What follows belongs to an exercise in optimizing a design on an open flow for small area; a production flow would make more cautious choices.
Where RTL was checked, it was by simulation tests only, not by an equivalence proof against the original.
Function not checked in run 7: the RTL went through the layout flow alone.
The clock cells of runs 6 and 7 come from the design's own scripts or RTL, not from TritonCTS.
The flow treats the clock pin as an ideal source. Dropping or thinning the clock tree relies on that and would not hold on a real chip.
No activity file was given, so power comes from the tool's default toggle rates.

$ cat flow/run.sh
#!/bin/bash
# synth_recipe.tcl (not shown) runs the flow's synth.tcl, then flattens the netlist and writes it again
# the make line also repeats each setting of config.mk as NAME=value (left out here)
make -C /OpenROAD-flow-scripts/flow DESIGN_CONFIG=/design/flow/config.mk WORK_HOME=/design/flow/orfs CLKGATE_MAP_FILE= SYNTH_SCRIPT=/design/flow/synth_recipe.tcl finish
$ cat flow/config.mk
export PLATFORM = sky130hd
export DESIGN_NAME = CRYPTO_PROCESSOR
export DESIGN_NICKNAME = CRYPTO_PROCESSOR
export VERILOG_FILES = /design/flow/design.v
export SDC_FILE = /design/flow/constraint.sdc
export NUM_CORES = 4
export LEC_CHECK = 0
export CAP_MARGIN = 20
export CORE_MARGIN = 2
export CORE_UTILIZATION = 70
export CTS_BUF_LIST = sky130_fd_sc_hd__clkbuf_8
export SLEW_MARGIN = 20
$ cat flow/constraint.sdc
create_clock -name core_clock -period 4.0 [get_ports {clk}]
set_input_delay 0.8000 -clock core_clock [delete_from_list [all_inputs] [get_ports {clk}]]
set_output_delay 0.8000 -clock core_clock [all_outputs]
set_load 0.01 [all_outputs]
$ cat flow/design.v
module debounce (
	input wire clk, rst, btn,
	output wire db_tick
);
reg level;        
reg waiting;      
reg [11:0] q;     
wire change = (~btn) ^ level;
wire last = waiting & (&q);
always @(posedge clk, negedge rst) begin
	if(!rst) begin
		level <= 1'b0;
		waiting <= 1'b0;
	end else begin
		level <= level ^ (change & last);
		waiting <= change & ~last;
	end
end
always @(posedge clk)
	q <= waiting ? {q[10:0], q[11] ^ q[10] ^ q[9] ^ q[3]} : 12'hFFE;
assign db_tick = change & last & ~level;
endmodule
module Tausworthe (
	input wire clk_in,
	input wire reset_in,
	input wire step,
	output wire [7:0] key
);
reg [31:1] s0;
reg [31:3] s1;
reg [31:4] s2;
wire [12:1] x0;
wire [6:3]  x1;
wire [20:4] x2;
genvar i;
generate
	for (i = 1; i <= 12; i = i + 1) begin : g0
		assign x0[i] = s0[i+6] ^ s0[i+19];
	end
	for (i = 3; i <= 6; i = i + 1) begin : g1
		assign x1[i] = s1[i+23] ^ s1[i+25];
	end
	for (i = 4; i <= 20; i = i + 1) begin : g2
		assign x2[i] = s2[i+8] ^ s2[i+11];
	end
endgenerate
always @(posedge clk_in or negedge reset_in) begin
	if(!reset_in) begin
		s0 <= 31'h007FFFFF;    
		s1 <= 29'h00199999;    
		s2 <= 28'h000FF00F;    
	end else if(step) begin
		s0 <= {s0[19:1], x0};
		s1 <= {s1[27:3], x1};
		s2 <= {s2[14:4], x2};
	end
end
wire [31:0] w0 = {s0, x0[12]};
wire [31:0] w1 = {s1, x1[6:4]};
wire [31:0] w2 = {s2, x2[20:17]};
wire [7:0] y = w0[7:0] ^ w1[7:0] ^ w2[7:0];
function [7:0] lfsr7(input [7:0] b);
	integer k;
	begin
		lfsr7 = b;
		for (k = 0; k < 7; k = k + 1)
			lfsr7 = {lfsr7[6:0], lfsr7[7] ^ lfsr7[6] ^ lfsr7[2]};
	end
endfunction
assign key = lfsr7(y);
endmodule
module scrambler (
	input wire clk, rst, press,
	input wire [7:0] data_in,
	output wire step,
	output wire hold,
	output wire send_to_uart,
	output wire [7:0] data_in_reg
);
reg [3:0] c;
wire rest = (c == 4'd1);
always @(posedge clk or negedge rst) begin
	if(!rst)
		c <= 4'd1;
	else if(!rest)
		c <= c + 4'd1;
	else if(press)
		c <= 4'd6;
end
assign hold = c[3];
assign step = (c == 4'd15);
assign send_to_uart = (c == 4'd0);
reg [7:0] data_in_hold;
assign data_in_reg = hold ? data_in_hold : data_in;
always @(posedge clk)
	data_in_hold <= data_in_reg;
endmodule
module Crypto_Module (
	input wire clk, rst, press,
	input wire [7:0] plain_text,
	output wire [7:0] cipher_text,
	output wire [7:0] plain_text_reg,
	output wire send_to_uart
);
	wire step, hold;
	wire [7:0] key;
	scrambler scram(
		.clk(clk),
		.rst(rst),
		.press(press),
		.data_in(plain_text),
		.step(step),
		.hold(hold),
		.send_to_uart(send_to_uart),
		.data_in_reg(plain_text_reg)
	);
	Tausworthe taus(
		.clk_in(clk),
		.reset_in(rst),
		.step(step),
		.key(key)
	);
	reg valid;
	always @(posedge clk or negedge rst)
		if(!rst) valid <= 1'b0;
		else if(step) valid <= 1'b1;
	assign cipher_text = plain_text ^ (key & {8{valid}});
endmodule
module uart_tx (
	input wire clk, reset, tx_start, s_tick,
	input wire [7:0] din,
	output wire tx
);
	reg [3:0] p;
	reg [3:0] s;
	reg [7:0] data;
	reg tx_reg;
	wire idle = (p == 4'b1001);
	wire bit_end = s_tick & (&s);
	always @(posedge clk, negedge reset)
		if(!reset) begin
			p <= 4'b1001;
			tx_reg <= 1'b1;
		end else begin
			if(idle) begin
				if(tx_start) p <= 4'b1111;
			end else if(bit_end)
				p <= p + 4'd1;
			tx_reg <= p[3] ? ~p[2] : data[p[2:0]];
		end
	always @(posedge clk) begin
		s <= idle ? 4'd0 : s + {3'd0, s_tick};
		if(idle) data <= din;
	end
	assign tx = tx_reg;
endmodule
module mux #(parameter N = 8)(
	input wire select,
	input wire [N-1:0] in_1, in_2,
	output wire [N-1:0] out
);
	assign out = (select ? in_2 : in_1);
endmodule
module mod_m_counter (
	input wire clk, rst,
	output wire max_tick
);
	reg [8:0] r;
	assign max_tick = ~r[8] & r[6] & ~r[4] & ~r[3] & r[2] & ~r[1] & ~r[0];
	always @(posedge clk or negedge rst) begin
		if(~rst)
			r <= 9'b011001001;
		else
			r <= {r[7:0], r[8] ^ r[4] ^ max_tick};
	end
endmodule
module CRYPTO_PROCESSOR #(parameter DBITS = 8)(
	input wire clk, rst, en, select,
	input wire [DBITS-1:0] plain_text,
	output wire [DBITS-1:0] led_out,
	output wire tx
);
	wire press;                  
	wire [7:0] cipher_text, plain_text_reg;
	wire send_to_uart, s_tick;
	debounce btn_debounce(
		.clk(clk),
		.rst(rst),
		.btn(en),
		.db_tick(press)
	);
	Crypto_Module crypto_mod(
		.clk(clk),
		.rst(rst),
		.press(press),
		.plain_text(plain_text),
		.send_to_uart(send_to_uart),
		.cipher_text(cipher_text),
		.plain_text_reg(plain_text_reg)
	);
	uart_tx uart_tx_mod(
		.clk(clk),
		.reset(rst),
		.tx_start(send_to_uart),
		.s_tick(s_tick),
		.din(cipher_text),
		.tx(tx)
	);
	mux #(.N(DBITS)) mux1 (
		.select(select),
		.in_1(cipher_text),
		.in_2(plain_text_reg),
		.out(led_out)
	);
	mod_m_counter counter(
		.clk(clk),
		.rst(rst),
		.max_tick(s_tick)
	);
endmodule
==> results.tsv, run 1 <==
metric	value	unit
ys_seq_area_frac	0.583	
regMostFlops	crypto_mod.taus.s0	
slowest_stage	dfstp_2	
synth_top_family_by_area	multiplexers	
remaining_drc_errors	0	
io_buffers	20	
synth_ff_type	dfrtp_1	
drive_gt1_frac	0.339	
first_global_vias	3563	
ys_ff_latch	141	
fin_nets	515	
via_count	3401	
crit_arrival	3110	ps
p_leak	2.88	nW
postSynthCellCount	467	
tightest_slew	966	ps
synth.mux.area_fraction	0.133	
endpoint_kind	primary output	
cts_sinks	141	
finalWorstSetupSlack	89.6	ps
hold_buffers	0	
antenna_left	0	
largest_reg_flops	31	
die_y	96.8	microns
synthTopCellsByArea	dfstp_2 24%, dfrtp_1 23%, mux2_2 13%	
cts_max_level	4	
fin_skew	14.9	ps
synth_fa_ha_area_frac	0.0187	
max_slew_margin	0.356	
gp_congestion	0.806	
yosys.area.top_type	dfstp_2	
synth_edf_count	8	
powerDensity	474	nW/um^2
total_power	0.00321	W
cp_cell_sequence	xnor3_4 > xnor2_1 > xnor2_1 > xnor2_1 > a211o_1 > nand3_1 > clkdlybuf4s50_1	
min_path_type	reg2reg	
drt-total-wl	10.1	mm
drt-pass1-iter-count	4	
yosysWarnings	6	
synthArstFlopShare	0.773	
die_area	9380	sq um
post-route-util	0.816	
yosys.area.top_type_share	0.235	
min_period	3910	ps
critical_path_class	reg2out	
cp_max_fo	3	
drt-vias-per-instance	5.56	
top_regs	crypto_mod.taus.s0 (31), crypto_mod.taus.s1 (29), crypto_mod.taus.s2 (28)	
synth_xor_area_frac	0.127	
grt_max_degree	85	
clockBufferDepth	2	
row_count	33	
cts_made_buffers	17	
fin_setup_tns	0	ps
synth_area_per_cell	12.9	sq um
synth_fp_nets	488	
dp_hpwl	6.64	mm
path_clk_slew	80	ps
m1WireLength	4.73	mm
grt_pass1_wl	17.2	mm
synth_compound_area_frac	0.0415	
wire_per_inst	16.4	microns
clockRootBuffer	clkbuf_8	
dpl_worst_slack	137	ps
drtIter0Drc	197	
antenna_found_initial	0	
num_io_pins	21	
start_util	0.727	
wl_met3	252	microns
wl_met2	4.93	mm
max_clock_freq	0.256	GHz
grt_overflow	0	
grt_usage	0.233	
final_cell_area	6770	sq um
finalHoldViolCount	0	
area_growth	12.3	%
synth-simple-area-share	0.0800	
period_share	0.978	
worst_ir_drop_vdd	0.488	mV
slew_viol_final	0	
maxUsedRoutingLayer	met4	
critPathLaunchType	flop	
synth_area	6030	sq um
status	complete, no violations	
final-setup-viol-count	0	
ys_top_cells_by_count	67 x mux2_2, 56 x xnor2_1, 55 x dfrtp_1	
dieWidth	96.8	microns
cts_tree	yes	
coreArea	8300	sq um
reg2reg_setup_slack	1430	ps
diodes	0	
clk_latency	430	ps
synth_cell_types	34	
place_area	6350	sq um
cp.required	3200	ps
cts_setup_buffers	0	
synth_most_common_cell	mux2_2	
max_stage_delay	550	ps
cpMostUsedCell	xnor2_1	
max-cap-violations	0	
==> where the power goes <==
group | total, W | internal (W) | leakage [nW] | switching, W
logic | 0.000451 | 0.000216 | 1.11 | 0.000235
registers | 0.00164 | 0.00154 | 1.58 | 0.000103
clock network | 0.00112 | 0.000572 | 0.197 | 0.000551
total | 0.00321 | 0.00232 | 2.88 | 0.000889
==> repair_timing <==
item / 4_1_cts / 5_1_grt
gates resized for setup: 3 / 6
hold endpoints to repair: 0 / 0
pin swaps: 0 / 1
endpoints found under the setup margin: 2 / 4
==> worst paths after layout <==
kind,to,startpoint,cells after the start
worst max-delay path,led_out[2],crypto_mod.taus.s2[6],7
worst min-delay path,counter.r[6],counter.r[5],0
min in group asynchronous,crypto_mod.taus.s0[26],rst,1
worst max register to register,uart_tx_mod.data[0],crypto_mod.taus.s2[6],6
max in group asynchronous,crypto_mod.taus.s2[16],rst,2
worst min register to register,counter.r[6],counter.r[5],0
==> area by class of cell <==
cell class | count | area (sq um)
Tap cell | 105 | 131
Timing Repair Buffer | 25 | 233
Fill cell | 472 | 1530
Inverter | 11 | 41.3
Sequential cell | 141 | 3520
Clock inverter | 14 | 145
Multi-Input combinational cell | 298 | 2460
Clock buffer | 18 | 248
==> worst max-delay path: cells and delay by family, from the launching register on <==
family,cells,cell delay [ps]
xor gates and xnor gates,4,1190
and+or+nand+nor,1,100
AOI/OAI and AO/OA,1,320
buffers and inverters,1,540
DFF,1,550
==> cell usage in the layout (no fill, tap or decap), drive strengths merged, types with 3 or more instances in the layout <==
| cell | instances |
|---|---|
| clkinvlp | 3 |
| nand3 | 7 |
| a21oi | 5 |
| xor2 | 5 |
| o21ai | 37 |
| dfxtp | 24 |
| nor2b | 3 |
| ha | 9 |
| nor2 | 11 |
| xnor2 | 56 |
| xnor3 | 7 |
| buf | 6 |
| a211o | 3 |
| dfrtp | 55 |
| inv | 15 |
| clkbuf | 19 |
| nand4 | 8 |
| mux2 | 67 |
| nand2b | 13 |
| dfstp | 54 |
| nor3 | 4 |
| edfxtp | 8 |
| nand2 | 50 |
| clkinv | 5 |
| clkdlybuf4s50 | 17 |
==> cell families (layout without fill, tap and decap cells) <==
group,after synthesis,in the layout
AOI/OAI and AO/OA,47,47
xor gates and xnor gates,70,70
adders and majority gates,9,9
buffers and inverters,28,68
DFF,141,141
muxes,69,69
and+or+nand+nor,103,103
==> through the flow <==
stage,std cells,hold slack (ps)
final,612,362
after global routing,612,367
after CTS,612,362
after detailed placement,580,339
after global placement,580,340
after floorplan,467,333
==> per-layer routing <==
metal / global-route usage / vias to the layer above
met5: 0 / -
met4: 0.0845 / 0
met3: 0.0556 / 18
met2: 0.362 / 34
met1: 0.325 / 1706
li1: - / 1643
==> run 2: changes to the inputs <==
--- a/flow/config.mk
+++ b/flow/config.mk
@@ -7,6 +7,5 @@
 export LEC_CHECK = 0
 export CAP_MARGIN = 20
 export CORE_MARGIN = 2
-export CORE_UTILIZATION = 70
-export CTS_BUF_LIST = sky130_fd_sc_hd__clkbuf_8
+export CORE_UTILIZATION = 40
 export SLEW_MARGIN = 20
==> results.tsv, run 2 <==
metric	value	unit	change
path_buf_inv	1		unchanged
cts_max_level	4		unchanged
final-setup-viol-count	0		unchanged
switching_share	0.241		was 0.277
max_clock_freq	0.256	GHz	about the same
cts_setup_buffers	0		unchanged
period_share	0.977		was 0.978
grt_usage	0.142		was 0.233
row_count	44		was 33
cp.required	3200	ps	about the same
min_path_type	reg2reg		unchanged
diodes	0		unchanged
yosys.area.top_type	dfstp_2		unchanged
regMostFlops	crypto_mod.taus.s0		unchanged
place_area	6450	sq um	was 6350 sq um
yosys.area.top_type_share	0.235		unchanged
finalHoldViolCount	0		unchanged
tightest_slew	832	ps	was 966 ps
p_leak	3.00	nW	was 2.88 nW
powerDensity	527	nW/um^2	was 474 nW/um^2
max_stage_delay	540	ps	was 550 ps
cp_max_fo	3		unchanged
drt-pass1-iter-count	4		unchanged
drtIter0Drc	135		was 197
slowest_stage	dfstp_2		unchanged
fin_nets	516		was 515
synthArstFlopShare	0.773		unchanged
layout_common_cells	67 x mux2_2, 55 x dfrtp_1, 54 x xnor2_1, 54 x dfstp_2, 50 x nand2_1		was 67 x mux2_2, 55 x dfrtp_1, 54 x dfstp_2
rsz0062_at_grt	false		
combPwrFrac	0.121		was 0.140
grt_pass1_wl	17.6	mm	was 17.2 mm
synthTopCellsByArea	dfstp_2 24%, dfrtp_1 23%, mux2_2 13%		unchanged
clockRootBuffer	clkbuf_16		was clkbuf_8
start_util	0.412		was 0.727
gp_congestion	0.771		was 0.806
grt_overflow	0		unchanged
coreArea	14600	sq um	was 8300 sq um
antenna_found_initial	0		unchanged
slew_viol_final	0		unchanged
multi_input_area	2440	sq um	was 2460 sq um
cts_made_buffers	17		unchanged
ys_top_cells_by_count	67 x mux2_2, 56 x xnor2_1, 55 x dfrtp_1		unchanged
endpoint_kind	primary output		unchanged
switching_power	0.000904	W	was 0.000889 W
critical-path-top-delay-family	XOR/XNOR gates		unchanged
synth_fp_nets	488		unchanged
dp_hpwl	6.70	mm	was 6.64 mm
p_seq_frac	0.438		was 0.510
wire_per_inst	14.4	microns	was 16.4 microns
final_cell_area	7110	sq um	was 6770 sq um
clk_latency	410	ps	was 430 ps
cts_tree	yes		unchanged
drt-total-wl	9.94	mm	was 10.1 mm
postSynthCellCount	467		unchanged
die_area	16100	sq um	was 9380 sq um
critical_path_class	reg2out		unchanged
top_regs	crypto_mod.taus.s0 (31), crypto_mod.taus.s1 (29), crypto_mod.taus.s2 (28)		unchanged
drive_gt1_frac	0.337		was 0.339
ys_ff_latch	141		unchanged
clock_power_share	0.441		was 0.349
synth_ff_type	dfrtp_1		unchanged
synth_area_per_cell	12.9	sq um	unchanged
grt_max_degree	86		was 85
status	complete, no violations		unchanged
met3_usage	0.0418		was 0.0556
dieWidth	127	microns	was 96.8 microns
min_period	3910	ps	about the same
met2_usage	0.220		was 0.362
yosysWarnings	6		unchanged
first_global_vias	3546		was 3563
largest_reg_flops	31		unchanged
synth_area	6030	sq um	unchanged
gr-usage-met1	0.184		was 0.325
cts_sinks	141		unchanged
area_growth	17.9	%	was 12.3%
worst_ir_drop_vdd	0.385	mV	was 0.488 mV
synth_most_common_cell	mux2_2		unchanged
synth_cell_types	34		unchanged
via_count	3359		was 3401
critPathLaunchType	flop		unchanged
fin_setup_tns	0	ps	unchanged
nFillCells	1279		was 472
max-cap-violations	0		unchanged
clockBufferDepth	2		unchanged
drt-vias-per-instance	4.85		was 5.56
remaining_drc_errors	0		unchanged
max_slew_margin	0.445		was 0.356
layout_commonest_cell	mux2_2		unchanged
synth_edf_count	8		unchanged
path_clk_slew	60	ps	was 80 ps
antenna_left	0		unchanged
die_y	127	microns	was 96.8 microns
ys_seq_area_frac	0.583		unchanged
num_io_pins	21		unchanged
fin_skew	4.87	ps	was 14.9 ps
crit_arrival	3110	ps	about the same
top_usage_layer	met2		unchanged
post-route-util	0.486		was 0.816
cp_cell_sequence	xnor3_4 > xnor2_2 > xnor3_2 > xnor3_1 > or3_1 > a31oi_1 > clkdlybuf4s15_2		was xnor3_4 > xnor2_1 > xnor2_1 > xnor2_1 > a211o_1 > nand3_1 > clkdlybuf4s50_1
seq_area	3520	sq um	unchanged
io_buffers	20		unchanged
intPower	0.00284	W	was 0.00232 W
[run 2: cell counts after synthesis]
No cell type changed its count.
[run 2: cell type report]
class	instances	share of cell area
sequential	141	0.494
multi-input combinational	298	0.343
clock buffer	23	0.0718
timing repair buffer	26	0.0347
tap	184	0.0324
clock inverter	9	0.0181
inverter	11	0.00580
[run 2: metrics by stage]
step	hold slack, ps	setup WS, ps	total power, W	cells
after floorplan	333	706	0.00196	467
after global placement	342	151	0.00210	660
after detailed placement	344	109	0.00212	660
after CTS	365	15.2	0.00381	692
after global routing	371	4.92	0.00394	692
final	362	92.3	0.00375	692
[run 2: power by group through the flow]
stage	logic, W	clock network, W	registers [W]
final	0.000454	0.00165	0.00164
after global routing	0.000505	0.00178	0.00166
after CTS	0.000463	0.00170	0.00164
after detailed placement	0.000462	0	0.00166
after global placement	0.000445	0	0.00166
after floorplan	0.000352	0	0.00161
[run 2: logic make-up after synthesis]
group / share of synthesized area
flops: 0.583
simple gates: 0.0801
xor+xnor: 0.127
mux: 0.133
compound gates: 0.0415
buf+inv: 0.0174
fa+ha+maj: 0.0187
[run 2: path summary, 6_finish.rpt]
kind	depth (start not counted)	slack (ps)	endpoint	start
setup / recovery	7	90	led_out[0]	crypto_mod.taus.s2[6]
hold / removal	0	360	counter.r[6]	counter.r[5]
setup reg to reg	6	1540	uart_tx_mod.data[0]	crypto_mod.taus.s2[6]
hold reg to reg	0	360	counter.r[6]	counter.r[5]
max in group asynchronous	2	2640	counter.r[7]	rst
min in group asynchronous	1	480	crypto_mod.taus.s1[12]	rst
[run 2: per-layer routing]
| metal | up-vias | wire length (microns) |
|---|---|---|
| met5 | - | 0 |
| met4 | 0 | 201 |
| met3 | 16 | 275 |
| met2 | 26 | 4810 |
| met1 | 1677 | 4660 |
| li1 | 1640 | - |
[run 2: repair_timing]
item                                    in CTS  in global routing
hold buffers                                 0                  0
gates cloned                                 0                  0
resized for setup                            4                  2
endpoints found under the setup margin       1                  4
pin swaps                                    0                  3
==> run 3: changes to the inputs <==
==> flow/flow/run.sh (new file) <==
#!/bin/bash
export CTS_ARGS="-sink_clustering_enable -repair_clock_nets -buf_list sky130_fd_sc_hd__clkbuf_8 -dont_use_dummy_load"
export BUFFER_PORTS_ARGS="-buffer_cell sky130_fd_sc_hd__buf_1"
export RECOVER_POWER=100
bash standard.sh > standard.log 2>&1
==> flow/standard.sh (new file) <==
#!/bin/bash
# synth_recipe.tcl (not shown) runs the flow's synth.tcl, then flattens the netlist and writes it again
# the make line also repeats each setting of config.mk as NAME=value (left out here)
make -C /OpenROAD-flow-scripts/flow DESIGN_CONFIG=/design/flow/config.mk WORK_HOME=/design/flow/orfs CLKGATE_MAP_FILE= SYNTH_SCRIPT=/design/flow/synth_recipe.tcl "${@:-finish}"
--- a/flow/config.mk
+++ b/flow/config.mk
@@ -7,5 +7,6 @@
 export LEC_CHECK = 0
 export CAP_MARGIN = 20
 export CORE_MARGIN = 2
-export CORE_UTILIZATION = 40
+export CORE_UTILIZATION = 70
+export CTS_BUF_LIST = sky130_fd_sc_hd__clkbuf_8
 export SLEW_MARGIN = 20
removed: flow/run.sh
==> results.tsv, run 3 <==
metric	value	unit	change
status	failed layout checks		was complete, no violations
so_faults	max-capacitance violations, max-slew violations		
yosys.area.top_type	dfstp_2		unchanged
remaining_drc_errors	0		unchanged
synth_most_common_cell	mux2_2		unchanged
grt_overflow	0		unchanged
clockBufferDepth	2		unchanged
critical_path_class	reg2out		unchanged
yosys.area.top_type_share	0.235		unchanged
regMostFlops	crypto_mod.taus.s0		unchanged
cp_cell_sequence	xnor3_4 > xnor2_4 > xnor3_2 > xnor3_1 > or3_1 > a31oi_1 > buf_1		was xnor3_4 > xnor2_2 > xnor3_2 > xnor3_1 > or3_1 > a31oi_1 > clkdlybuf4s15_2
grt_max_degree	121		was 86
fin_nets	514		was 516
num_io_pins	21		unchanged
p_leak	2.73	nW	was 3.00 nW
ys_top_cells_by_count	67 x mux2_2, 56 x xnor2_1, 55 x dfrtp_1		unchanged
path_buf_inv	1		unchanged
slowest_stage	dfstp_2		unchanged
final_cells	596		was 692
final-setup-viol-count	0		unchanged
die_y	96.8	microns	was 127 microns
drt-vias-per-instance	5.57		was 4.85
min_period	3870	ps	was 3910 ps
largest_reg_flops	31		unchanged
hold_path_end	counter.r[6]		unchanged
synth_area	6030	sq um	unchanged
wire_per_inst	15.8	microns	was 14.4 microns
slew_viol_final	177		was 0
drt-pass1-iter-count	4		unchanged
top_regs	crypto_mod.taus.s0 (31), crypto_mod.taus.s1 (29), crypto_mod.taus.s2 (28)		unchanged
layout_commonest_cell	mux2_2		unchanged
cp.required	3200	ps	about the same
cts_resized	0		was 4
endpoint_kind	primary output		unchanged
clk_latency	410	ps	about the same
synthArstFlopShare	0.773		unchanged
fin_skew	20.0	ps	was 4.87 ps
final_cell_area	6460	sq um	was 7110 sq um
antenna_left	0		unchanged
min_path_type	reg2reg		unchanged
powerDensity	440	nW/um^2	was 527 nW/um^2
cts_setup_buffers	0		unchanged
synthTopCellsByArea	dfstp_2 24%, dfrtp_1 23%, mux2_2 13%		unchanged
synth_area_per_cell	12.9	sq um	unchanged
clock_power_share	0.278		was 0.441
synth_fp_nets	488		unchanged
cts_max_level	4		unchanged
via_count	3319		was 3359
hold_buffers	0		unchanged
path_clk_slew	60	ps	about the same
max-cap-violations	2		was 0
total_power	0.00284	W	was 0.00375 W
yosysWarnings	6		unchanged
start_util	0.727		was 0.412
min_path_cells	0		unchanged
antenna_found_initial	0		unchanged
combPwrFrac	0.145		was 0.121
drt-total-wl	9.39	mm	was 9.94 mm
max_clock_freq	0.258	GHz	was 0.256 GHz
p_seq_frac	0.576		was 0.438
cp_max_fo	3		unchanged
clockRootBuffer	clkbuf_8		was clkbuf_16
drtIter0Drc	126		was 135
cts_sinks	141		unchanged
rsz0062_at_grt	false		unchanged
worst_ir_drop_vdd	0.393	mV	was 0.385 mV
switching_share	0.263		was 0.241
synth_cell_types	34		unchanged
row_count	33		was 44
critPathLaunchType	flop		unchanged
r2r-start	crypto_mod.scram.c[1]		was crypto_mod.taus.s2[6]
dieWidth	96.8	microns	was 127 microns
area_growth	7.07	%	was 17.9%
postSynthCellCount	467		unchanged
coreArea	8300	sq um	was 14600 sq um
place_inst	579		was 660
dp_hpwl	6.42	mm	was 6.70 mm
cts_made_buffers	17		unchanged
tightest_slew	2730	ps	was 832 ps
gp_congestion	0.807		was 0.771
io_buffers	20		unchanged
reg2reg_setup_slack	950	ps	was 1540 ps
synth_ff_type	dfrtp_1		unchanged
cts_tree	yes		unchanged
fin_setup_tns	0	ps	unchanged
diodes	0		unchanged
intPower	0.00210	W	was 0.00284 W
ys_seq_area_frac	0.583		unchanged
max_stage_delay	540	ps	about the same
grt_pass1_wl	16.3	mm	was 17.6 mm
die_area	9380	sq um	was 16100 sq um
crit_arrival	3070	ps	was 3110 ps
place_area	6220	sq um	was 6450 sq um
drive_gt1_frac	0.305		was 0.337
r2r-end	crypto_mod.taus.s0[25]		was uart_tx_mod.data[0]
first_global_vias	3478		was 3546
ff2ff_path_depth	4		was 6
max_slew_margin	-0.820		was 0.445
ys_ff_latch	141		unchanged
worstHoldStart	counter.r[5]		unchanged
finalHoldViolCount	0		unchanged
switching_power	0.000747	W	was 0.000904 W
period_share	0.968		was 0.977
layout_common_cells	66 x mux2_2, 55 x xnor2_1, 55 x dfrtp_1		was 67 x mux2_2, 55 x dfrtp_1, 54 x xnor2_1, 54 x dfstp_2, 50 x nand2_1
critical-path-top-delay-family	XOR/XNOR gates		unchanged
synth_edf_count	8		unchanged
grt_usage	0.220		was 0.142
==> run 3: cells by family after synthesis <==
family | share of synthesized area
buffers and inverters | 0.0174
and+or+nand+nor | 0.0801
DFF | 0.583
xor gates and xnor gates | 0.127
AOI/OAI and AO/OA | 0.0415
muxes | 0.133
adders and majority gates | 0.0187
==> run 3: routing by layer <==
metal | GRT usage | vias up | share of wire
met1 | 0.295 | 1646 | 0.47
met3 | 0.0542 | 11 | 0.022
met2 | 0.349 | 35 | 0.49
li1 | - | 1627 | -
met5 | 0 | - | 0
met4 | 0.0878 | 0 | 0.012
==> run 3: metrics by stage <==
stage | utilization | setup WS, ps | hold slack (ps)
3_5_place_dp | 0.750 | 465 | 340
6_report | 0.778 | 126 | 359
2_1_floorplan | - | 706 | 333
5_1_grt | 0.778 | 14.3 | 368
3_3_place_gp | 0.750 | 535 | 338
4_1_cts | 0.778 | 1.61 | 364
==> run 3: worst max path at each step <==
| stage | start | slack, ps | to | depth (start not counted) |
|---|---|---|---|---|
| 2_1_floorplan | crypto_mod.taus.s1[6] | 710 | led_out[0] | 6 |
| 3_3_place_gp | crypto_mod.taus.s1[6] | 540 | led_out[0] | 7 |
| 3_5_place_dp | crypto_mod.taus.s1[6] | 460 | led_out[0] | 7 |
| 4_1_cts | crypto_mod.taus.s1[6] | 2 | led_out[0] | 7 |
| 5_1_grt | crypto_mod.taus.s1[6] | 10 | led_out[0] | 7 |
| 6_report | crypto_mod.taus.s1[6] | 130 | led_out[0] | 7 |
==> run 3: power groups by stage <==
stage                     registers [W]  clock network, W  logic, W
after floorplan                 0.00161                 0  0.000352
after global placement          0.00166                 0  0.000400
after detailed placement        0.00166                 0  0.000414
after CTS                       0.00164          0.000817  0.000416
after global routing            0.00166          0.000873  0.000461
final                           0.00164          0.000792  0.000412
==> run 3: cell type report <==
type                    count  area [sq um]
repair buffers             24          93.8
fillers                   549          1840
flip-flops and latches    141          3520
well taps                 105           131
clock buffers              17           234
inverters                  11          41.3
multi-input cells         298          2440
==> run 4: changes to the inputs <==
--- a/flow/design.v
+++ b/flow/design.v
@@ -26,9 +26,14 @@
 	input wire step,
 	output wire [7:0] key
 );
-reg [31:1] s0;
-reg [31:3] s1;
-reg [31:4] s2;
+localparam [31:0] SEED0 = 32'h00FFFFFF, SEED1 = 32'h00CCCCCC, SEED2 = 32'h00FF00FF;
+localparam [31:0] POL0 = 32'hFEFFEFFE, POL1 = 32'hCCCCCCC8, POL2 = 32'h00FF0070;
+reg [31:1] r0;
+reg [31:3] r1;
+reg [31:4] r2;
+wire [31:1] s0 = r0 ^ POL0[31:1];
+wire [31:3] s1 = r1 ^ POL1[31:3];
+wire [31:4] s2 = r2 ^ POL2[31:4];
 wire [12:1] x0;
 wire [6:3]  x1;
 wire [20:4] x2;
@@ -44,16 +49,16 @@
 		assign x2[i] = s2[i+8] ^ s2[i+11];
 	end
 endgenerate
-always @(posedge clk_in or negedge reset_in) begin
-	if(!reset_in) begin
-		s0 <= 31'h007FFFFF;    
-		s1 <= 29'h00199999;    
-		s2 <= 28'h000FF00F;    
-	end else if(step) begin
-		s0 <= {s0[19:1], x0};
-		s1 <= {s1[27:3], x1};
-		s2 <= {s2[14:4], x2};
-	end
+wire [31:1] n0 = {s0[19:1], x0} ^ POL0[31:1];
+wire [31:3] n1 = {s1[27:3], x1} ^ POL1[31:3];
+wire [31:4] n2 = {s2[14:4], x2} ^ POL2[31:4];
+wire st = step & reset_in;
+wire hd = ~step & reset_in;
+wire rs = ~reset_in;
+always @(posedge clk_in) begin
+	r0 <= (n0 & {31{st}}) | (r0 & {31{hd}}) | ((SEED0[31:1] ^ POL0[31:1]) & {31{rs}});
+	r1 <= (n1 & {29{st}}) | (r1 & {29{hd}}) | ((SEED1[31:3] ^ POL1[31:3]) & {29{rs}});
+	r2 <= (n2 & {28{st}}) | (r2 & {28{hd}}) | ((SEED2[31:4] ^ POL2[31:4]) & {28{rs}});
 end
 wire [31:0] w0 = {s0, x0[12]};
 wire [31:0] w1 = {s1, x1[6:4]};
==> flow/flow/run.sh (replaced) <==
#!/bin/bash
# The standard layout (standard.sh) with these changes:
#  - synthesis maps logic with ABC's area mapper (flow/abc_area.script,
#    used through a copy of the ORFS scripts folder); registers are mapped
#    before ABC runs, so they are the standard synthesis's registers;
#  - the clock tree gets no dummy loads;
#  - ports are buffered with sky130_fd_sc_hd__buf_2.
# Each tool's output goes to the ORFS logs; standard.sh's to standard.log.
set -euo pipefail
HERE=$(pwd)
rm -rf "$HERE/scripts_local"
cp -r "$FLOW_HOME/scripts" "$HERE/scripts_local"
cp "$HERE/flow/abc_area.script" "$HERE/scripts_local/abc_area.script"
export SCRIPTS_DIR="$HERE/scripts_local"
export CTS_ARGS="-sink_clustering_enable -repair_clock_nets -buf_list sky130_fd_sc_hd__clkbuf_8 -dont_use_dummy_load"
export BUFFER_PORTS_ARGS="-buffer_cell sky130_fd_sc_hd__buf_2"
bash standard.sh > standard.log 2>&1
==> flow/flow/abc_area.script (new file) <==
strash
dch
amap
topo
stime -c
buffer -c
upsize -c
dnsize -c
--- a/flow/config.mk
+++ b/flow/config.mk
@@ -5,6 +5,7 @@
 export SDC_FILE = /design/flow/constraint.sdc
 export NUM_CORES = 4
 export LEC_CHECK = 0
+export ABC_AREA = 1
 export CAP_MARGIN = 20
 export CORE_MARGIN = 2
 export CORE_UTILIZATION = 70
==> results.tsv, run 4 <==
metric	value	unit	change
max_clock_freq	0.276	GHz	was 0.258 GHz
die_area	8330	sq um	was 9380 sq um
period_share	0.905		was 0.968
fin_setup_tns	0	ps	unchanged
dp_hpwl	6.93	mm	was 6.42 mm
cp_max_fo	5		was 3
critical_path_class	reg2out		unchanged
ys_seq_area_frac	0.566		was 0.583
synth_cell_types	37		was 34
tightest_slew	860	ps	was 2730 ps
endpoint_kind	primary output		unchanged
synth_fp_nets	589		was 488
synth_most_common_cell	dfxtp_1		was mux2_2
status	complete, no violations		was failed layout checks
post-route-util	0.784		was 0.778
rsz0062_at_grt	false		unchanged
cts_sinks	141		unchanged
final-setup-viol-count	0		unchanged
yosysWarnings	6		unchanged
clk_latency	430	ps	was 410 ps
ff2ff_path_depth	6		was 4
die_y	91.3	microns	was 96.8 microns
start_util	0.727		about the same
seq_area	3020	sq um	was 3520 sq um
p_seq_frac	0.475		was 0.576
num_io_pins	21		unchanged
multi_input_area	1840	sq um	was 2440 sq um
combPwrFrac	0.308		was 0.145
synth_area_per_cell	9.39	sq um	was 12.9 sq um
fin_skew	29.2	ps	was 20.0 ps
drive_gt1_frac	0.118		was 0.305
wire_per_inst	14.8	microns	was 15.8 microns
clockBufferDepth	2		unchanged
cts_max_level	4		unchanged
final_cell_area	5750	sq um	was 6460 sq um
cts_setup_buffers	0		unchanged
largest_reg_flops	31		unchanged
diodes	0		unchanged
cts_resized	0		unchanged
antenna_found_initial	0		unchanged
intPower	0.00246	W	was 0.00210 W
grt_max_degree	89		was 121
row_count	31		was 33
coreArea	7330	sq um	was 8300 sq um
yosys.area.top_type	dfxtp_1		was dfstp_2
finalHoldViolCount	0		unchanged
layout_common_cells	112 x dfxtp_1, 106 x o22ai_1, 104 x inv_1		was 66 x mux2_2, 55 x xnor2_1, 55 x dfrtp_1
reg2reg_setup_slack	1260	ps	was 950 ps
critPathLaunchType	flop		unchanged
path_clk_slew	80	ps	was 60 ps
min_path_type	in2async		was reg2reg
min_period	3620	ps	was 3870 ps
ys_top_cells_by_count	112 x dfxtp_1, 106 x o22ai_1, 104 x inv_1		was 67 x mux2_2, 56 x xnor2_1, 55 x dfrtp_1
grt_pass1_wl	17.5	mm	was 16.3 mm
ys_ff_latch	141		unchanged
via_count	3975		was 3319
place_area	5510	sq um	was 6220 sq um
max-cap-violations	0		was 2
drt-total-wl	10.2	mm	was 9.39 mm
clockRootBuffer	clkbuf_8		unchanged
synthTopCellsByArea	dfxtp_1 42%, o22ai_1 12%, inv_1 7.3%		was dfstp_2 24%, dfrtp_1 23%, mux2_2 13%
postSynthCellCount	568		was 467
dieWidth	91.3	microns	was 96.8 microns
cp.required	3200	ps	about the same
drt-vias-per-instance	5.79		was 5.57
top_regs	crypto_mod.taus.r0 (31), crypto_mod.taus.r1 (29), crypto_mod.taus.r2 (28)		was crypto_mod.taus.s0 (31), crypto_mod.taus.s1 (29), crypto_mod.taus.s2 (28)
drt-pass1-iter-count	5		was 4
nFillCells	482		was 549
p_leak	2.25	nW	was 2.73 nW
grt_usage	0.263		was 0.220
gp_congestion	0.904		was 0.807
first_global_vias	3924		was 3478
synthArstFlopShare	0.149		was 0.773
antenna_left	0		unchanged
yosys.area.top_type_share	0.420		was 0.235
switching_power	0.00127	W	was 0.000747 W
cts_made_buffers	17		unchanged
hold_buffers	0		unchanged
fin_nets	610		was 514
synth_ff_type	dfxtp_1		was dfrtp_1
synth_area	5330	sq um	was 6030 sq um
powerDensity	650	nW/um^2	was 440 nW/um^2
io_buffers	20		unchanged
crit_arrival	2820	ps	was 3070 ps
finalHoldWorstSlack	325	ps	was 359 ps
cts_tree	yes		unchanged
remaining_drc_errors	0		unchanged
grt_overflow	0		unchanged
area_growth	7.79	%	was 7.07%
drtIter0Drc	248		was 126
regMostFlops	crypto_mod.taus.r0		was crypto_mod.taus.s0
max_slew_margin	0.427		was -0.820
synth_edf_count	8		unchanged
layout_commonest_cell	dfxtp_1		was mux2_2
switching_share	0.341		was 0.263
slew_viol_final	0		was 177
clock_power_share	0.216		was 0.278
worst_ir_drop_vdd	0.431	mV	was 0.393 mV
## run 4: cell count changes after synthesis, moves of 22 or more
cell,delta
inv_1,+93
o22a_1,+22
o22ai_1,+106
dfstp_2,-46
mux2_2,-67
nor2_1,+23
xnor2_1,-56
dfrtp_1,-42
dfxtp_1,+88
nand2_1,-22
## run 4: power by group through the flow
stage | combinational (W) | clock [W] | sequential, W
global route | 0.00129 | 0.000878 | 0.00180
floorplan | 0.000901 | 0 | 0.00175
global placement | 0.00110 | 0 | 0.00179
finish | 0.00115 | 0.000808 | 0.00178
CTS | 0.00114 | 0.000826 | 0.00177
detailed placement | 0.00114 | 0 | 0.00180
## run 4: final timing paths
path / startpoint / to
min in group core_clock: counter.r[5] / counter.r[6]
worst min-delay path: rst / counter.r[8]
max in group asynchronous: rst / uart_tx_mod.p[3]
worst min register to register: counter.r[5] / counter.r[6]
worst max-delay path: crypto_mod.taus.r1[28] / led_out[1]
worst max register to register: crypto_mod.scram.c[3] / crypto_mod.taus.r0[5]
## run 4: kinds of logic (layout without fill, tap and decap cells)
family	count (synthesis)	in the layout	synth area share
AO/OA/AOI/OAI	201	201	0.248
adder cells (fa/ha/maj)	9	9	0.0211
buffers and inverters	127	146	0.0894
flip-flops	141	141	0.566
AND/OR/NAND/NOR	90	90	0.0751
## run 4: layout make-up
| cell class | instances | share of cell area |
|---|---|---|
| Clock buffer | 17 | 0.0407 |
| Inverter | 107 | 0.0699 |
| Timing Repair Buffer | 22 | 0.0222 |
| Sequential cell | 141 | 0.525 |
| Multi-Input combinational cell | 300 | 0.321 |
| Tap cell | 99 | 0.0215 |
## run 4: critical path, cell delays in order (launching register included)
cell and delay (ps):
dfxtp_1 400, nor2_1 70, a21oi_1 220, a21oi_1 120
o21ai_0 340, inv_1 150, o22ai_1 270, nor2_1 80
a211oi_2 230, nor2_1 60, a21oi_1 160, o22a_1 160
buf_2 120
## run 4: per-stage QoR
step / setup slack [ps] / std cells / power (W)
3_5_place_dp: 836 / 669 / 0.00293
5_1_grt: 54.4 / 686 / 0.00397
3_3_place_gp: 871 / 669 / 0.00289
4_1_cts: 361 / 686 / 0.00374
2_1_floorplan: 1220 / 568 / 0.00265
6_report: 379 / 686 / 0.00373
## run 4: routing by layer
| metal | part of all wire | up-vias | GRT usage | wire length [microns] |
|---|---|---|---|---|
| met3 | 0.037 | 21 | 0.0689 | 373 |
| li1 | - | 2036 | - | - |
| met2 | 0.50 | 70 | 0.443 | 5040 |
| met5 | 0 | - | 0 | 0 |
| met4 | 0.022 | 0 | 0.114 | 220 |
| met1 | 0.45 | 1848 | 0.319 | 4540 |
==> run 5: changes to the inputs <==
--- a/flow/design.v
+++ b/flow/design.v
@@ -2,22 +2,18 @@
 	input wire clk, rst, btn,
 	output wire db_tick
 );
+localparam [11:0] P = 12'hAAA;
 reg level;        
 reg waiting;      
-reg [11:0] q;     
+reg [11:0] v;     
+wire [11:0] q = v ^ P;
 wire change = (~btn) ^ level;
-wire last = waiting & (&q);
-always @(posedge clk, negedge rst) begin
-	if(!rst) begin
-		level <= 1'b0;
-		waiting <= 1'b0;
-	end else begin
-		level <= level ^ (change & last);
-		waiting <= change & ~last;
-	end
+wire last = waiting & (q == 12'h800);
+always @(posedge clk) begin
+	level <= rst & (level ^ (change & last));
+	waiting <= rst & change & ~last;
+	v <= ({q[10:0], ~(q[11] ^ q[10] ^ q[9] ^ q[3])} & {12{waiting}}) ^ P;
 end
-always @(posedge clk)
-	q <= waiting ? {q[10:0], q[11] ^ q[10] ^ q[9] ^ q[3]} : 12'hFFE;
 assign db_tick = change & last & ~level;
 endmodule
 module Tausworthe (
@@ -136,26 +132,22 @@
 	input wire [7:0] din,
 	output wire tx
 );
-	reg [3:0] p;
+	reg [9:0] sr;
 	reg [3:0] s;
-	reg [7:0] data;
 	reg tx_reg;
-	wire idle = (p == 4'b1001);
+	wire idle = ~|sr;
 	wire bit_end = s_tick & (&s);
+	wire ld = idle & tx_start & reset;
+	wire sh = bit_end & reset;
+	wire hd = ~(idle & tx_start) & ~bit_end & reset;
 	always @(posedge clk, negedge reset)
-		if(!reset) begin
-			p <= 4'b1001;
+		if(!reset)
 			tx_reg <= 1'b1;
-		end else begin
-			if(idle) begin
-				if(tx_start) p <= 4'b1111;
-			end else if(bit_end)
-				p <= p + 4'd1;
-			tx_reg <= p[3] ? ~p[2] : data[p[2:0]];
-		end
+		else
+			tx_reg <= sr[0] | idle;
 	always @(posedge clk) begin
 		s <= idle ? 4'd0 : s + {3'd0, s_tick};
-		if(idle) data <= din;
+		sr <= ({1'b1, din, 1'b0} & {10{ld}}) | ({1'b0, sr[9:1]} & {10{sh}}) | (sr & {10{hd}});
 	end
 	assign tx = tx_reg;
 endmodule
==> flow/flow/abc_area.script (replaced) <==
strash
dc2
&get -n
&dch -f
&nf -R 1000
&put
topo
dnsize -c
==> results.tsv, run 5 <==
metric	value	unit	change
status	complete, no violations		unchanged
synth_area_per_cell	11.1	sq um	was 9.39 sq um
yosys.area.top_type_share	0.494		was 0.420
top_regs	crypto_mod.taus.r0 (31), crypto_mod.taus.r1 (29), crypto_mod.taus.r2 (28)		unchanged
clockRootBuffer	clkbuf_8		unchanged
min_period	3380	ps	was 3620 ps
ys_top_cells_by_count	124 x dfxtp_1, 57 x nand2_1, 47 x a22o_1, 47 x o21ai_0, 42 x xnor2_1		was 112 x dfxtp_1, 106 x o22ai_1, 104 x inv_1
fin_setup_tns	0	ps	unchanged
cts_max_level	4		unchanged
layout_common_cells	124 x dfxtp_1, 57 x nand2_1, 47 x o21ai_0, 47 x a22o_1, 42 x xnor2_1		was 112 x dfxtp_1, 106 x o22ai_1, 104 x inv_1
cts_tree	yes		unchanged
wire_per_inst	14.9	microns	was 14.8 microns
fin_nets	517		was 610
grt_pass1_wl	14.5	mm	was 17.5 mm
clockBufferDepth	2		unchanged
slew_viol_final	0		unchanged
postSynthCellCount	454		was 568
drt-total-wl	8.80	mm	was 10.2 mm
diodes	0		unchanged
grt_overflow	0		unchanged
cp.required	3200	ps	about the same
dp_hpwl	5.93	mm	was 6.93 mm
p_leak	2.25	nW	about the same
critPathLaunchType	flop		unchanged
cts_sinks	139		was 141
grt_usage	0.244		was 0.263
synth_most_common_cell	dfxtp_1		unchanged
place_inst	575		was 669
via_count	3342		was 3975
tightest_slew	923	ps	was 860 ps
synth_ff_type	dfxtp_1		unchanged
rsz0062_at_grt	false		unchanged
regMostFlops	crypto_mod.taus.r0		unchanged
synth_area	5020	sq um	was 5330 sq um
area_growth	9.96	%	was 7.79%
dieWidth	88.7	microns	was 91.3 microns
hold_buffers	0		unchanged
drt-vias-per-instance	5.65		was 5.79
worst_ir_drop_vdd	0.328	mV	was 0.431 mV
fin_skew	25.8	ps	was 29.2 ps
row_count	30		was 31
drtIter0Drc	147		was 248
ff2ff_path_depth	5		was 6
powerDensity	410	nW/um^2	was 650 nW/um^2
ys_seq_area_frac	0.570		was 0.566
layout_commonest_cell	dfxtp_1		unchanged
synth_fp_nets	473		was 589
period_share	0.844		was 0.905
path_clk_slew	60	ps	was 80 ps
first_global_vias	3124		was 3924
max_clock_freq	0.296	GHz	was 0.276 GHz
min_path_type	in2async		unchanged
critical_path_class	reg2out		unchanged
max-cap-violations	0		unchanged
final-setup-viol-count	0		unchanged
grt_max_degree	44		was 89
die_area	7870	sq um	was 8330 sq um
ys_ff_latch	139		was 141
gp_congestion	0.841		was 0.904
synth_cell_types	26		was 37
yosysWarnings	6		unchanged
yosys.area.top_type	dfxtp_1		unchanged
antenna_found_initial	0		unchanged
final_cells	592		was 686
largest_reg_flops	31		unchanged
synthArstFlopShare	0.108		was 0.149
clk_latency	430	ps	about the same
synth_edf_count	0		was 8
die_y	88.7	microns	was 91.3 microns
start_util	0.732		was 0.727
cts_resized	0		unchanged
finalHoldViolCount	0		unchanged
drt-pass1-iter-count	4		was 5
cts_setup_buffers	0		unchanged
coreArea	6870	sq um	was 7330 sq um
remaining_drc_errors	0		unchanged
endpoint_kind	primary output		unchanged
cp_max_fo	3		was 5
synthTopCellsByArea	dfxtp_1 49%, a22o_1 8.2%, xnor2_1 7.3%		was dfxtp_1 42%, o22ai_1 12%, inv_1 7.3%
max_slew_margin	0.380		was 0.427
antenna_left	0		unchanged
io_buffers	20		unchanged
drive_gt1_frac	0.101		was 0.118
num_io_pins	21		unchanged
cts_made_buffers	17		unchanged
crit_arrival	2580	ps	was 2820 ps
[run 5: changes by cell type in the layout (fill, tap and decap cells not counted), sizes merged, moves of 9 or more]
cell   before  now
inv       105    0
mux2        0    9
o21ai      25   47
a22o        7   47
dfxtp     112  124
o22a       22   12
o22ai     108    0
a21oi      27    5
nor2       35   10
xor2        0   35
nand2      28   57
xnor2       0   42
[run 5: metrics by stage]
step	hold WS, ps	instance area [sq um]	total power [W]	util	setup WS [ps]
3_3_place_gp	337	5290	0.00150	0.770	1120
3_5_place_dp	346	5290	0.00150	0.770	1030
2_1_floorplan	333	5020	0.00147	-	976
5_1_grt	325	5530	0.00234	0.804	356
4_1_cts	314	5530	0.00228	0.804	582
6_report	320	5530	0.00226	0.804	625
[run 5: worst max-delay path: stages, from the launching register on]
cell,delay [ps]
dfxtp_1,370
xor2_1,240
xnor2_1,120
xnor2_1,370
xnor2_1,180
xnor2_1,250
xnor2_1,140
nand2_1,80
xor2_1,160
o21ai_0,130
buf_2,150
[run 5: final timing paths]
kind | from | endpoint | slack (ps)
worst max-delay path | crypto_mod.taus.r1[29] | led_out[0] | 620
worst min-delay path | rst | counter.r[8] | 320
worst max register to register | crypto_mod.scram.c[0] | crypto_mod.taus.r1[13] | 1800
worst min register to register | counter.r[5] | counter.r[6] | 360
max in group asynchronous | rst | crypto_mod.scram.c[0] | 3340
min in group core_clock | counter.r[5] | counter.r[6] | 360
[run 5: layout make-up]
cell class              instances  area (sq um)
clock buffers                  17           234
fillers                       441          1340
inverters                       7          26.3
multi-input cells             308          2140
flip-flops and latches        139          2870
well taps                      96           120
repair buffers                 25           138
[run 5: cell families after synthesis]
family / count (synthesis) / synth area share
AOI/OAI and AO/OA: 120 / 0.168
muxes: 9 / 0.0202
buffers and inverters: 7 / 0.00523
xor gates and xnor gates: 77 / 0.134
and+or+nand+nor: 95 / 0.0844
adders and majority gates: 7 / 0.0174
DFF: 139 / 0.570
[run 5: routing by layer]
metal | up-vias | routed length (microns) | global-route usage
met5 | - | 0 | 0
met4 | 0 | 143 | 0.112
met3 | 15 | 251 | 0.0578
met2 | 41 | 4260 | 0.394
met1 | 1597 | 4140 | 0.310
li1 | 1689 | - | -
[run 5: power by group]
part           leakage, nW  internal [W]  switching, W
clock network        0.122      0.000373      0.000418
registers             1.19       0.00140    0.00000604
logic                0.941     0.0000230     0.0000462
total                 2.25       0.00179      0.000471
==> run 6: changes to the inputs <==
==> flow/flow/run.sh (replaced) <==
#!/bin/bash
# The standard layout (standard.sh) with these changes:
#  - synthesis maps logic with an area-oriented ABC script
#    (flow/abc_area.script, used through a copy of the ORFS scripts folder);
#    registers are mapped before ABC runs, so they are the standard
#    synthesis's registers;
#  - the clock tree is built by flow/manual_cts.tcl instead of TritonCTS:
#    the clock port drives one root buffer, which drives MCTS_N leaf buffers,
#    each at the centre of a balanced k-means cluster of flip-flops;
#  - ports are buffered with sky130_fd_sc_hd__buf_2.
# Each tool's output goes to the ORFS logs; standard.sh's to standard.log.
set -euo pipefail
HERE=$(pwd)
rm -rf "$HERE/scripts_local"
cp -r "$FLOW_HOME/scripts" "$HERE/scripts_local"
cp "$HERE/flow/abc_area.script" "$HERE/scripts_local/abc_area.script"
python3 - "$HERE" <<'PY'
import sys
here = sys.argv[1]
p = here + "/scripts_local/cts.tcl"
s = open(p).read()
old = "log_cmd clock_tree_synthesis {*}$cts_args"
assert old in s
s = s.replace(old, "source " + here + "/flow/manual_cts.tcl\n"
              "mcts_build 8 sky130_fd_sc_hd__clkbuf_8 sky130_fd_sc_hd__clkbuf_8\n"
              "set_propagated_clock [all_clocks]")
open(p, "w").write(s)
PY
export SCRIPTS_DIR="$HERE/scripts_local"
export BUFFER_PORTS_ARGS="-buffer_cell sky130_fd_sc_hd__buf_2"
bash standard.sh > standard.log 2>&1
==> flow/flow/manual_cts.tcl (new file) <==
# Manual clock tree: the clock port drives NBUF leaf buffers (a balanced
# one-level tree), each placed at the centre of a k-means cluster of the
# flip-flops it drives.
proc mcts_build {nbuf bufcell {rootcell ""}} {
  set block [ord::get_db_block]
  set db [ord::get_db]
  set clk_net [$block findNet clk]
  set sinks {}
  foreach it [$clk_net getITerms] {
    if {[$it isInputSignal]} { lappend sinks $it }
  }
  set n [llength $sinks]
  set xs {}; set ys {}
  foreach it $sinks {
    set loc [[$it getInst] getLocation]
    lappend xs [lindex $loc 0]; lappend ys [lindex $loc 1]
  }
  # initial centres: spread along sorted x then y
  set cx {}; set cy {}
  set idx [lsort -integer -indices $xs]
  for {set k 0} {$k < $nbuf} {incr k} {
    set i [lindex $idx [expr {int(($k + 0.5) * $n / $nbuf)}]]
    lappend cx [lindex $xs $i]; lappend cy [lindex $ys $i]
  }
  # balanced k-means: assign by distance with a capacity limit
  set cap [expr {int(ceil(double($n) / $nbuf))}]
  for {set iter 0} {$iter < 30} {incr iter} {
    set pairs {}
    for {set i 0} {$i < $n} {incr i} {
      for {set k 0} {$k < $nbuf} {incr k} {
        set d [expr {abs([lindex $xs $i]-[lindex $cx $k]) + abs([lindex $ys $i]-[lindex $cy $k])}]
        lappend pairs [list $d $i $k]
      }
    }
    set pairs [lsort -integer -index 0 $pairs]
    set assign [lrepeat $n -1]
    set cnt [lrepeat $nbuf 0]
    foreach p $pairs {
      lassign $p d i k
      if {[lindex $assign $i] >= 0} continue
      if {[lindex $cnt $k] >= $cap} continue
      lset assign $i $k
      lset cnt $k [expr {[lindex $cnt $k] + 1}]
    }
    set sx [lrepeat $nbuf 0]; set sy [lrepeat $nbuf 0]
    for {set i 0} {$i < $n} {incr i} {
      set k [lindex $assign $i]
      lset sx $k [expr {[lindex $sx $k] + [lindex $xs $i]}]
      lset sy $k [expr {[lindex $sy $k] + [lindex $ys $i]}]
    }
    for {set k 0} {$k < $nbuf} {incr k} {
      set c [lindex $cnt $k]
      if {$c > 0} {
        lset cx $k [expr {[lindex $sx $k] / $c}]
        lset cy $k [expr {[lindex $sy $k] / $c}]
      }
    }
  }
  set master [$db findMaster $bufcell]
  set drv_net $clk_net
  if {$rootcell ne ""} {
    set rinst [odb::dbInst_create $block [$db findMaster $rootcell] "mcts_root"]
    set rnet [odb::dbNet_create $block "mcts_clk_root"]
    $rnet setSigType CLOCK
    [$rinst findITerm A] connect $clk_net
    [$rinst findITerm X] connect $rnet
    set mx 0; set my 0
    for {set k 0} {$k < $nbuf} {incr k} { set mx [expr {$mx + [lindex $cx $k]}]; set my [expr {$my + [lindex $cy $k]}] }
    $rinst setLocation [expr {int($mx / $nbuf)}] [expr {int($my / $nbuf)}]
    $rinst setPlacementStatus PLACED
    set drv_net $rnet
  }
  for {set k 0} {$k < $nbuf} {incr k} {
    set inst [odb::dbInst_create $block $master "mcts_buf_$k"]
    set net [odb::dbNet_create $block "mcts_clk_$k"]
    $net setSigType CLOCK
    [$inst findITerm A] connect $drv_net
    [$inst findITerm X] connect $net
    $inst setLocation [expr {int([lindex $cx $k])}] [expr {int([lindex $cy $k])}]
    $inst setPlacementStatus PLACED
    set b($k) $net
  }
  for {set i 0} {$i < $n} {incr i} {
    set it [lindex $sinks $i]
    $it disconnect
    $it connect $b([lindex $assign $i])
  }
  puts "mcts: $n sinks, $nbuf x $bufcell, cluster sizes $cnt"
}
==> results.tsv, run 6 <==
metric	value	unit	change
status	complete, no violations		unchanged
p_leak	2.19	nW	was 2.25 nW
largest_reg_flops	31		unchanged
r2r-start	crypto_mod.scram.c[0]		unchanged
yosys.area.top_type	dfxtp_1		unchanged
drt-vias-per-instance	5.61		was 5.65
start_util	0.732		unchanged
grt_usage	0.222		was 0.244
yosys.area.top_type_share	0.494		unchanged
maxUsedRoutingLayer	met4		unchanged
area_growth	7.77	%	was 9.96%
max_clock_freq	0.297	GHz	was 0.296 GHz
wl_met3	200	microns	was 251 microns
min_path_type	in2async		unchanged
synth_area	5020	sq um	unchanged
path_clk_slew	100	ps	was 60 ps
layout_commonest_cell	dfxtp_1		unchanged
synth_edf_count	0		unchanged
grt_max_degree	44		unchanged
min_period	3370	ps	was 3380 ps
endpoint_kind	primary output		unchanged
critPathLaunchType	flop		unchanged
slew_viol_final	0		unchanged
clk_latency	380	ps	was 430 ps
finalHoldViolCount	0		unchanged
synth_ff_type	dfxtp_1		unchanged
finalHoldWorstSlack	341	ps	was 320 ps
coreArea	6870	sq um	unchanged
postSynthCellCount	454		unchanged
hold_buffers	0		unchanged
max_slew_margin	0.357		was 0.380
ys_seq_area_frac	0.570		unchanged
antenna_left	0		unchanged
ys_top_cells_by_count	124 x dfxtp_1, 57 x nand2_1, 47 x a22o_1, 47 x o21ai_0, 42 x xnor2_1		unchanged
max-cap-violations	0		unchanged
synthTopCellsByArea	dfxtp_1 49%, a22o_1 8.2%, xnor2_1 7.3%		unchanged
fin_nets	509		was 517
m1WireLength	4.11	mm	was 4.14 mm
drive_gt1_frac	0.0861		was 0.101
yosysWarnings	6		unchanged
dieWidth	88.7	microns	unchanged
ff2ff_path_depth	5		unchanged
grt_pass1_wl	14.3	mm	was 14.5 mm
drt-pass1-iter-count	4		unchanged
antenna_found_initial	0		unchanged
diodes	0		unchanged
regMostFlops	crypto_mod.taus.r0		unchanged
wl_met2	4.22	mm	was 4.26 mm
cts_setup_buffers	0		unchanged
synthArstFlopShare	0.108		unchanged
layout_common_cells	124 x dfxtp_1, 57 x nand2_1, 47 x o21ai_0, 47 x a22o_1, 42 x xnor2_1		unchanged
critical_path_class	reg2out		unchanged
synth_most_common_cell	dfxtp_1		unchanged
r2r-end	crypto_mod.taus.r2[27]		was crypto_mod.taus.r1[13]
synth_cell_types	26		unchanged
synth_area_per_cell	11.1	sq um	unchanged
cp.required	3200	ps	about the same
cts_resized	0		unchanged
fin_skew	7.95	ps	was 25.8 ps
row_count	30		unchanged
io_buffers	20		unchanged
wire_per_inst	14.8	microns	was 14.9 microns
post-route-util	0.788		was 0.804
gp_congestion	0.841		unchanged
rsz0062_at_grt	false		unchanged
crit_arrival	2570	ps	was 2580 ps
powerDensity	380	nW/um^2	was 410 nW/um^2
die_area	7870	sq um	unchanged
die_y	88.7	microns	unchanged
via_count	3278		was 3342
ys_ff_latch	139		unchanged
final-setup-viol-count	0		unchanged
synth_fp_nets	473		unchanged
cp_max_fo	3		unchanged
reg2reg_setup_slack	1790	ps	was 1800 ps
num_io_pins	21		unchanged
remaining_drc_errors	0		unchanged
dp_hpwl	5.93	mm	unchanged
fin_setup_tns	0	ps	unchanged
drt-total-wl	8.64	mm	was 8.80 mm
grt_overflow	0		unchanged
drtIter0Drc	134		was 147
worst_ir_drop_vdd	0.338	mV	was 0.328 mV
first_global_vias	3043		was 3124
tightest_slew	957	ps	was 923 ps
period_share	0.842		was 0.844
top_regs	crypto_mod.taus.r0 (31), crypto_mod.taus.r1 (29), crypto_mod.taus.r2 (28)		unchanged
-- run 6: cell types whose count changed in the layout (fill, tap and decap cells not counted) --
cell	change
clkbuf_8	-8
-- run 6: logic make-up after synthesis --
kind of cell / synth area share
buf+inv: 0.00523
flops: 0.570
compound gates: 0.168
simple gates: 0.0844
mux: 0.0202
fa+ha+maj: 0.0174
xor+xnor: 0.134
-- run 6: critical path, stage by stage, from the launching register on --
cell and delay, ps:
dfxtp_1 390, xor2_1 230, xnor2_1 110, xnor2_1 360
xnor2_1 180, xnor2_1 250, xnor2_1 140, nand2_1 80
xor2_1 150, o21ai_0 130, buf_2 150
-- run 6: final cells by class --
| cell class | count | area [sq um] |
|---|---|---|
| Buffer | 9 | 124 |
| Fill cell | 468 | 1450 |
| Inverter | 7 | 26.3 |
| Multi-Input combinational cell | 308 | 2140 |
| Sequential cell | 139 | 2870 |
| Tap cell | 96 | 120 |
| Timing Repair Buffer | 25 | 138 |
-- run 6: where the power goes --
part | switching [W] | internal (W) | total (W)
Sequential | 0.00000598 | 0.00139 | 0.00140
Clock | 0.000382 | 0.000204 | 0.000586
Combinational | 0.0000458 | 0.0000230 | 0.0000688
Total | 0.000434 | 0.00162 | 0.00206
-- run 6: how the worst max path moves through the flow --
stage	startpoint	end	slack, ps
final	crypto_mod.taus.r1[29]	led_out[0]	630
after global routing	crypto_mod.taus.r1[29]	led_out[0]	370
after CTS	crypto_mod.taus.r1[29]	led_out[0]	590
after detailed placement	crypto_mod.taus.r1[29]	led_out[0]	1030
after global placement	crypto_mod.taus.r1[29]	led_out[0]	1120
after floorplan	rst	crypto_mod.taus.r0[13]	980
-- run 6: through the flow --
step	instances	setup slack (ps)	cell area [sq um]	power [W]
after global placement	575	1120	5290	0.00150
after detailed placement	575	1030	5290	0.00150
after floorplan	454	976	5020	0.00147
final	584	632	5420	0.00206
after CTS	584	592	5420	0.00207
after global routing	584	365	5420	0.00213
-- run 6: per-layer routing --
metal | vias to the layer above | global-route usage
met5 | - | 0
met4 | 0 | 0.0303
met3 | 11 | 0.0168
met2 | 33 | 0.387
met1 | 1563 | 0.311
li1 | 1671 | -
==> run 7: changes to the inputs <==
--- a/flow/design.v
+++ b/flow/design.v
@@ -162,14 +162,13 @@
 	input wire clk, rst,
 	output wire max_tick
 );
-	reg [8:0] r;
+	localparam [8:0] P = 9'b010101010, A = 9'b011001001;
+	reg [8:0] v;
+	wire [8:0] r = v ^ P;
 	assign max_tick = ~r[8] & r[6] & ~r[4] & ~r[3] & r[2] & ~r[1] & ~r[0];
-	always @(posedge clk or negedge rst) begin
-		if(~rst)
-			r <= 9'b011001001;
-		else
-			r <= {r[7:0], r[8] ^ r[4] ^ max_tick};
-	end
+	wire [8:0] r_next = {r[7:0], r[8] ^ r[4] ^ max_tick};
+	always @(posedge clk)
+		v <= (rst ? r_next : A) ^ P;
 endmodule
 module CRYPTO_PROCESSOR #(parameter DBITS = 8)(
 	input wire clk, rst, en, select,
--- a/flow/flow/run.sh
+++ b/flow/flow/run.sh
@@ -7,7 +7,7 @@
 #  - the clock tree is built by flow/manual_cts.tcl instead of TritonCTS:
 #    the clock port drives one root buffer, which drives MCTS_N leaf buffers,
 #    each at the centre of a balanced k-means cluster of flip-flops;
-#  - ports are buffered with sky130_fd_sc_hd__buf_2.
+#  - ports are buffered with sky130_fd_sc_hd__buf_1.
 # Each tool's output goes to the ORFS logs; standard.sh's to standard.log.
 set -euo pipefail
 HERE=$(pwd)
@@ -22,10 +22,10 @@
 old = "log_cmd clock_tree_synthesis {*}$cts_args"
 assert old in s
 s = s.replace(old, "source " + here + "/flow/manual_cts.tcl\n"
-              "mcts_build 8 sky130_fd_sc_hd__clkbuf_8 sky130_fd_sc_hd__clkbuf_8\n"
+              "mcts_build 8 sky130_fd_sc_hd__clkbuf_8 sky130_fd_sc_hd__clkbuf_4\n"
               "set_propagated_clock [all_clocks]")
 open(p, "w").write(s)
 PY
 export SCRIPTS_DIR="$HERE/scripts_local"
-export BUFFER_PORTS_ARGS="-buffer_cell sky130_fd_sc_hd__buf_2"
+export BUFFER_PORTS_ARGS="-buffer_cell sky130_fd_sc_hd__buf_1"
 bash standard.sh > standard.log 2>&1
==> results.tsv, run 7 <==
metric	value	unit	change
worst_ir_drop_vdd	0.310	mV	was 0.338 mV
synth_ff_type	dfxtp_1		unchanged
synth.mux.area_fraction	0.0202		about the same
seq_area	2820	sq um	was 2870 sq um
ys_seq_area_frac	0.562		was 0.570
path_clk_slew	100	ps	about the same
slew_viol_final	0		unchanged
cpMostUsedCell	xnor2_1		unchanged
clk_latency	470	ps	was 380 ps
synth-simple-area-share	0.0912		was 0.0844
slowest_stage	dfxtp_1		unchanged
postSynthCellCount	464		was 454
synth_most_common_cell	dfxtp_1		unchanged
die_area	7850	sq um	was 7870 sq um
cp_cell_sequence	xnor2_1 > xnor2_1 > xor2_1 > xnor2_1 > xnor2_1 > xnor2_1 > nand2_1 > xor2_1 > o21ai_0 > buf_1		was xor2_1 > xnor2_1 > xnor2_1 > xnor2_1 > xnor2_1 > xnor2_1 > nand2_1 > xor2_1 > o21ai_0 > buf_2
synthArstFlopShare	0.0432		was 0.108
via_count	3287		was 3278
fin_nets	519		was 509
drtIter0Drc	154		was 134
grt_pass1_wl	14.2	mm	was 14.3 mm
gp_congestion	0.818		was 0.841
min_period	3480	ps	was 3370 ps
regMostFlops	crypto_mod.taus.r0		unchanged
final-setup-viol-count	0		unchanged
dp_hpwl	5.78	mm	was 5.93 mm
drt-vias-per-instance	5.53		was 5.61
dpl_worst_slack	998	ps	was 1030 ps
antenna_left	0		unchanged
grt_overflow	0		unchanged
synth_edf_count	0		unchanged
final_cell_area	5370	sq um	was 5420 sq um
ys_ff_latch	139		unchanged
status	complete, no violations		unchanged
layout_commonest_cell	dfxtp_1		unchanged
first_global_vias	3025		was 3043
fin_skew	8.45	ps	was 7.95 ps
cts_resized	0		unchanged
powerDensity	382	nW/um^2	was 380 nW/um^2
crit_arrival	2680	ps	was 2570 ps
die_y	88.6	microns	was 88.7 microns
max_stage_delay	350	ps	was 390 ps
intPower	0.00161	W	was 0.00162 W
synth_fp_nets	483		was 473
synth_cell_types	26		unchanged
cts_setup_buffers	0		unchanged
switching_power	0.000438	W	was 0.000434 W
synth_fa_ha_area_frac	0.0175		was 0.0174
max-cap-violations	0		unchanged
p_seq_frac	0.687		was 0.681
drt-pass1-iter-count	4		unchanged
p_leak	2.11	nW	was 2.19 nW
synth_area_per_cell	10.8	sq um	was 11.1 sq um
synth_xor_area_frac	0.136		was 0.134
dieWidth	88.6	microns	was 88.7 microns
drt-total-wl	8.45	mm	was 8.64 mm
synthTopCellsByArea	dfxtp_1 53%, a22o_1 8.0%, xnor2_1 7.3%		was dfxtp_1 49%, a22o_1 8.2%, xnor2_1 7.3%
critical_path_class	reg2out		unchanged
hold_buffers	0		unchanged
drive_gt1_frac	0.0361		was 0.0861
critPathLaunchType	flop		unchanged
max_clock_freq	0.287	GHz	was 0.297 GHz
grt_max_degree	53		was 44
ys_top_cells_by_count	133 x dfxtp_1, 62 x nand2_1, 47 x o21ai_0		was 124 x dfxtp_1, 57 x nand2_1, 47 x a22o_1, 47 x o21ai_0, 42 x xnor2_1
combPwrFrac	0.035		was 0.033
area_growth	7.17	%	was 7.77%
place_area	5250	sq um	was 5290 sq um
synth_area	5010	sq um	was 5020 sq um
max_slew_margin	0.291		was 0.357
clock_power_share	0.278		was 0.285
synth_compound_area_frac	0.167		was 0.168
nFillCells	498		was 468
==> run 7: cell types whose count changed after synthesis, sizes merged <==
cell / change
a22o: -1
and2: -1
dfrtp: -5
dfstp: -4
dfxtp: +9
nand2: +5
nand4: +1
nor2: +6
nor4b: -1
xor2: +1
==> run 7: layout make-up <==
class	count	area share
sequential	139	0.525
multi-input combinational	318	0.405
tap	96	0.0224
buffer	9	0.0219
timing repair buffer	25	0.0210
inverter	7	0.00490
==> run 7: power groups by stage <==
stage	clock network [W]	logic [W]	registers, W
after floorplan	0	0.0000431	0.00144
after global placement	0	0.0000701	0.00144
after detailed placement	0	0.0000715	0.00144
after CTS	0.000594	0.0000716	0.00141
after global routing	0.000635	0.0000806	0.00141
final	0.000571	0.0000711	0.00141
==> run 7: final timing paths <==
| path | endpoint | slack [ps] | depth (start not counted) | start |
|---|---|---|---|---|
| max in group asynchronous | uart_tx_mod.tx_reg | 3150 | 2 | rst |
| worst max-delay path | led_out[0] | 520 | 10 | crypto_mod.taus.r1[29] |
| worst min register to register | counter.v[6] | 380 | 1 | counter.v[5] |
| min in group core_clock | counter.v[6] | 380 | 1 | counter.v[5] |
| worst max register to register | crypto_mod.taus.r2[31] | 1750 | 5 | crypto_mod.scram.c[0] |
| worst min-delay path | crypto_mod.scram.c[2] | 280 | 1 | rst |
==> run 7: cell families (layout without fill, tap and decap cells) <==
family | after synthesis | count (layout)
AO/OA/AOI/OAI | 119 | 119
AND/OR/NAND/NOR | 105 | 105
buffers and inverters | 7 | 41
adder cells (fa/ha/maj) | 7 | 7
flip-flops | 139 | 139
XOR/XNOR | 78 | 78
multiplexers | 9 | 9
==> run 7: routing by layer <==
layer | wire [microns] | global-route usage | up-vias
met3 | 222 | 0.0215 | 17
li1 | - | - | 1695
met1 | 4120 | 0.313 | 1544
met2 | 3950 | 0.373 | 31
met4 | 163 | 0.0427 | 0
met5 | 0 | 0 | -
==> run 7: critical path, delay by kind of cell, from the launching register on <==
family / cells / cell delay (ps)
xor+xnor: 7 / 1480
flops: 1 / 350
buf+inv: 1 / 170
compound gates: 1 / 130
simple gates: 1 / 80
==> run 7: stage by stage <==
step / instances / hold WS, ps / power [W]
2_1_floorplan: 464 / 350 / 0.00148
3_3_place_gp: 585 / 354 / 0.00151
3_5_place_dp: 585 / 357 / 0.00151
4_1_cts: 594 / 246 / 0.00208
5_1_grt: 594 / 279 / 0.00213
6_report: 594 / 280 / 0.00205

Setup slack of run 7, layout unchanged: 0.515 ns with ideal ports, 0.487 ns with driving cells assumed (clock clkbuf_16, inputs buf_2), 0.979 ns with port delays also shifted by the 0.491 ns mid clock arrival.
